Context: an optimization exercise on an open-source flow, tuned for small area. The choices shown serve that exercise and are no tape-out recipe. Only simulation tests tie the RTL to the original design; equivalence was not proved. Power figures rest on the tool's default switching activity, not on a simulated workload.

==> run G: inputs <==
==> flow/design.v <==
module EE445_HW1_2030393(RST,CLK,PASSWD,PADOUT,DAV,OK,LOCKED,G,R,Y);
	input RST;
	input CLK;
	input PASSWD;
	input [3:0]PADOUT;  
	input DAV;
	input OK;
	reg[15:0]INPUT;	   
	reg[15:0]CURRENT;  
	reg[2:0]SHIFTC;	   
	reg[2:0]INNUM;	   
	output reg LOCKED; 
	reg[15:0]PREV1;
	reg[15:0]PREV2;
	reg[15:0]PREV3;
	reg[31:0]LEDC;     
	output reg G;
	output reg R;
	output reg Y;
	reg [2:0]STATE; 
	reg B_DAV;  
	parameter S_PassEnter= 3'd0;
	parameter S_Unlocked = 3'd1; 
	parameter S_Wrong     = 3'd2; 
	parameter S_Shift     = 3'd3;
	parameter S_NewPass   = 3'd4;
	parameter S_Shift2    = 3'd5;
always @(negedge RST or posedge CLK) begin
	if (!RST) begin	  
		STATE   <= S_PassEnter; 
		INPUT   <= 0;
		INNUM	<= 0; 		
		SHIFTC  <= 0;		
		CURRENT <= 16'h1234;
		G 		<= 0; 		
		R	    <= 0;
		Y		<= 1;
		LEDC	<= 0; 		
		LOCKED  <= 0; 	    
		PREV1	<= 16'h1234; 
		PREV2	<= 16'h1234;
		PREV3	<= 16'h1234;
		STATE   <= S_PassEnter;
		B_DAV   <= 0;
	end else begin
	B_DAV <= DAV;  
	case (STATE) 
	S_PassEnter: begin
		if(OK) begin
			if(INNUM == 3'd4) begin
				if(!PASSWD) begin              
					if(INPUT==CURRENT) begin 
						Y 	  <= 0;
						INNUM <= 0;
						INPUT <= 0;
						STATE <= S_NewPass;     
					end else begin
						LEDC  <= 0;
						INNUM <= 0;
						INPUT <= 0;
						STATE <= S_PassEnter;   
					end
				end else begin
					if(INPUT==CURRENT) begin   
						LOCKED <= 1;
						G      <= 1;
						Y      <= 0;
						STATE  <= S_Unlocked;
					end else begin 			 
						R 	   <= 1;
						Y      <= 0;
						STATE  <= S_Wrong;
					end
				end
			end else begin                  
				INNUM <= 0;
				INPUT <= 0;
				STATE <= S_PassEnter;
			end
		end else begin
			if ((B_DAV != DAV) && (DAV == 1)) begin  
				if(INNUM == 3'd4) begin			     
				STATE <= S_PassEnter;
				end else begin						 
				INPUT[3:0] <= PADOUT;
				STATE <= S_Shift;
				INNUM <= INNUM + 1'b1;
				end 
			end else begin
			STATE <= S_PassEnter;	
			end
		end
	end
	S_Unlocked: begin
		if (LEDC >= 32'd5000000) begin				 
			LOCKED<= 0;								 
			STATE <= S_PassEnter;
			INNUM <= 0;
			INPUT <= 0;
			G 	  <= 0;
			Y     <= 1;
		end else begin
			LEDC <= LEDC + 1 ;
			STATE  <= S_Unlocked;
		end 
	end
	S_Wrong: begin
		if (LEDC >= 32'd3000000) begin			 
			STATE <= S_PassEnter;	
			INNUM <= 0;
			INPUT <= 0;
			R 	  <= 0;
			Y     <= 1;
		end else begin
			LEDC  <= LEDC + 1 ;
			STATE <= S_Wrong;
		end 
	end
	S_Shift: begin
		if ((SHIFTC==4) || (INNUM == 4)) begin 
			SHIFTC<= 0;
			STATE <= S_PassEnter;
		end else begin
			INPUT <= INPUT << 1;
			SHIFTC<= SHIFTC + 1'b1;
			STATE <= S_Shift;
		end 
	end 
	S_NewPass: begin
		if (LEDC >= 32'd500000) begin   
			Y 	 <= ~Y;
			LEDC <= 0;
		end else begin
			LEDC <= LEDC + 1 ;
			if (OK) begin				 
				if(INNUM == 3'd4) begin
					if ((INPUT==PREV1)||(INPUT==PREV2)||(INPUT==PREV3)) begin
						STATE <= S_NewPass;
						INNUM <= 0;
					end else begin
						CURRENT <= INPUT;
						PREV1   <= CURRENT;
						PREV2   <= PREV1;
						PREV3   <= PREV2;
						INNUM   <= 0;
						INPUT   <= 0;
						STATE   <= S_PassEnter;
						LEDC    <= 0;
						Y       <= 1;
					end 
				end else begin
					INNUM <= 0;
					STATE <= S_NewPass;
				end 
			end else begin
				if ((B_DAV != DAV) && (DAV == 1)) begin   
					if(INNUM == 3'd4) begin
						STATE <= S_NewPass;
					end else begin 
						INPUT[3:0] <= PADOUT;
						STATE <= S_Shift2;
						INNUM <= INNUM + 1'b1;
					end
				end else begin
					STATE <= S_NewPass;
				end 
			end 	
		end	 	
	end 
	S_Shift2: begin
		if ((SHIFTC==4) || (INNUM == 4)) begin   
			SHIFTC<= 0;
			STATE <= S_NewPass;
		end else begin
			INPUT <= INPUT << 1;
			SHIFTC<= SHIFTC + 1'b1;
			STATE <= S_Shift2;
		end 
	end 
	default : begin 
		STATE <= S_PassEnter;
	end 
	endcase
	end 
end  
endmodule 	
==> flow/run.sh <==
#!/bin/bash
# synth_recipe.tcl (not shown) runs the flow's synth.tcl, then flattens the netlist and writes it again
# the make line also repeats each setting of config.mk as NAME=value (left out here)
make -C /OpenROAD-flow-scripts/flow DESIGN_CONFIG=/design/flow/config.mk WORK_HOME=/design/flow/orfs CLKGATE_MAP_FILE= SYNTH_SCRIPT=/design/flow/synth_recipe.tcl finish
==> flow/config.mk <==
export PLATFORM = sky130hd
export DESIGN_NAME = EE445_HW1_2030393
export DESIGN_NICKNAME = EE445_HW1_2030393
export VERILOG_FILES = /design/flow/design.v
export SDC_FILE = /design/flow/constraint.sdc
export NUM_CORES = 4
export LEC_CHECK = 0
export CAP_MARGIN = 20
export CORE_MARGIN = 2
export CORE_UTILIZATION = 40
export SLEW_MARGIN = 20
==> flow/constraint.sdc <==
create_clock -name core_clock -period 10.0 [get_ports {CLK}]
set_input_delay 2.0000 -clock core_clock [delete_from_list [all_inputs] [get_ports {CLK}]]
set_output_delay 2.0000 -clock core_clock [all_outputs]
set_load 0.01 [all_outputs]
==> run F: changes against run G <==
==> flow/design.v, changed modules only <==
module EE445_HW1_2030393(RST,CLK,PASSWD,PADOUT,DAV,OK,LOCKED,G,R,Y);
	input RST;
	input CLK;
	input PASSWD;
	input [3:0]PADOUT;
	input DAV;
	input OK;
	output LOCKED;
	output G;
	output R;
	output reg Y;
	localparam [22:0] T_OPEN  = 23'd5000000;
	localparam [22:0] T_WRONG = 23'd3000000;
	localparam [22:0] T_BLINK = 23'd500000;
	reg [15:0] INPUT;    
	reg [15:0] CURRENT;
	reg [15:0] PREV1;
	reg [15:0] PREV2;
	reg [15:0] PREV3;
	reg [22:0] LEDC;     
	reg [2:0]  INNUM;    
	reg [2:0]  BUSY;     
	reg        OPEN;     
	reg        WRONG;    
	reg        NEWP;     
	reg        B_DAV;
	assign LOCKED = OPEN;
	assign G      = OPEN;
	assign R      = WRONG;
	wire idle     = (BUSY == 3'd0);
	wire dav_edge = DAV & ~B_DAV;
	wire four     = INNUM[2];
	wire open_end  = &(LEDC | ~T_OPEN);
	wire wrong_end = (LEDC >= T_WRONG);
	wire blink     = (LEDC >= T_BLINK);
	wire match_cur  = (INPUT == CURRENT);
	wire match_prev = (INPUT == PREV1) | (INPUT == PREV2) | (INPUT == PREV3);
	wire entry = idle & ~OPEN & ~WRONG & ~(NEWP & blink) & ~OK;
	wire take  = entry & dav_edge & ~four;
	wire accept = NEWP & idle & ~blink & OK & four & ~match_prev;
	always @(posedge CLK) begin
		if (take)
			INPUT <= {INPUT[11:0], PADOUT};
	end
	always @(negedge RST or posedge CLK) begin
		if (!RST) begin
			CURRENT <= 16'h1234;
			PREV1   <= 16'h1234;
			PREV2   <= 16'h1234;
			PREV3   <= 16'h1234;
		end else if (accept) begin
			CURRENT <= INPUT;
			PREV1   <= CURRENT;
			PREV2   <= PREV1;
			PREV3   <= PREV2;
		end
	end
	always @(negedge RST or posedge CLK) begin
		if (!RST) begin
			LEDC  <= 0;
			INNUM <= 0;
			BUSY  <= 0;
			OPEN  <= 0;
			WRONG <= 0;
			NEWP  <= 0;
			Y     <= 1;
			B_DAV <= 0;
		end else begin
			B_DAV <= DAV;
			if (!idle) begin
				BUSY <= BUSY - 1'b1;
			end else if (OPEN) begin
				if (open_end) begin
					OPEN <= 0;
					Y    <= 1;
				end else
					LEDC <= LEDC + 1'b1;
			end else if (WRONG) begin
				if (wrong_end) begin
					WRONG <= 0;
					Y     <= 1;
				end else
					LEDC <= LEDC + 1'b1;
			end else if (NEWP) begin
				if (blink) begin
					Y    <= ~Y;
					LEDC <= 0;
				end else begin
					LEDC <= LEDC + 1'b1;
					if (OK) begin
						INNUM <= 0;
						if (accept) begin
							NEWP <= 0;
							LEDC <= 0;
							Y    <= 1;
						end
					end else if (take) begin
						INNUM <= INNUM + 1'b1;
						BUSY  <= (INNUM == 3'd3) ? 3'd1 : 3'd5;
					end
				end
			end else begin
				if (OK) begin
					INNUM <= 0;
					if (four) begin
						if (!PASSWD) begin
							if (match_cur) begin
								Y    <= 0;
								NEWP <= 1;
							end else
								LEDC <= 0;
						end else begin
							Y <= 0;
							if (match_cur)
								OPEN <= 1;
							else
								WRONG <= 1;
						end
					end
				end else if (take) begin
					INNUM <= INNUM + 1'b1;
					BUSY  <= (INNUM == 3'd3) ? 3'd1 : 3'd5;
				end
			end
		end
	end
endmodule
==> flow/flow/run.sh (new file) <==
#!/bin/bash
# Standard layout with a leaner clock tree and small port buffers.
set -o pipefail
export BUFFER_PORTS_ARGS="-buffer_cell sky130_fd_sc_hd__buf_1"
export CTS_ARGS="-sink_clustering_enable -repair_clock_nets -buf_list sky130_fd_sc_hd__clkbuf_4 -sink_clustering_size 40 -sink_clustering_max_diameter 100 -dont_use_dummy_load"
bash standard.sh > standard.log 2>&1
==> flow/standard.sh (new file) <==
#!/bin/bash
# synth_recipe.tcl (not shown) runs the flow's synth.tcl, then flattens the netlist and writes it again
# the make line also repeats each setting of config.mk as NAME=value (left out here)
make -C /OpenROAD-flow-scripts/flow DESIGN_CONFIG=/design/flow/config.mk WORK_HOME=/design/flow/orfs CLKGATE_MAP_FILE= SYNTH_SCRIPT=/design/flow/synth_recipe.tcl "${@:-finish}"
removed: flow/run.sh
==> summary.txt <==
quantity                                                                                  run G        run F
Sequential share of power                                                                 36.3%        58.8%
Y dimension of the die                                                                   134 um       125 um
Multi-input gate area                                                               0.00321 mm2  0.00260 mm2
Wire length the detailed router placed on met1                                          6.38 mm      5.54 mm
Placed cells                                                                                814          655
Transition at the pin with the smallest max-transition slack                           0.976 ns     0.845 ns
Worst-case hold slack                                                                  0.491 ns     0.508 ns
Number of distinct library cell variants in the gate-level netlist after synthesis           59           54
Vias in the first global route                                                             4650         3764
Run status                                                     no timing/DRC/antenna violations  no timing/DRC/antenna violations
Fraction of area in registers                                                             42.4%        48.9%
Synth top area share                                                                      38.7%        33.0%
Wire length of the first global-routing pass                                            23.5 mm      19.1 mm
R2R depth                                                                                     8            7

[afterwards: timing with drivers on the ports]
The flow's constraints put no driver on any port. The routed layouts listed below were extracted and timed again, unchanged, in two steps.
Step 1 sets driving cells, clkbuf_16 on the clock port and buf_2 on the other inputs (assumed; they add their load-dependent delay and slew).
Step 2 adds t to the input delays and takes it off the output delays; t is the mean of the earliest and latest rising clock arrival at the registers after step 1. Input paths then give back, and output paths get back, about the clock's delay inside the block.
Slacks: ideal / step 1 / step 2; pairs: ideal / step 1.
run | t (ns) | setup WS [ns] | worst setup path after step 2
run G | 0.465 | 5.749 / 5.769 / 5.305 | input to register
run F | 0.528 | 6.013 / 6.026 / 5.499 | input to register
After both steps setup and hold are still met in every run listed. The setup slack of run F, which loses most, moves by +0.013 ns with the drivers and by -0.514 ns with both steps.
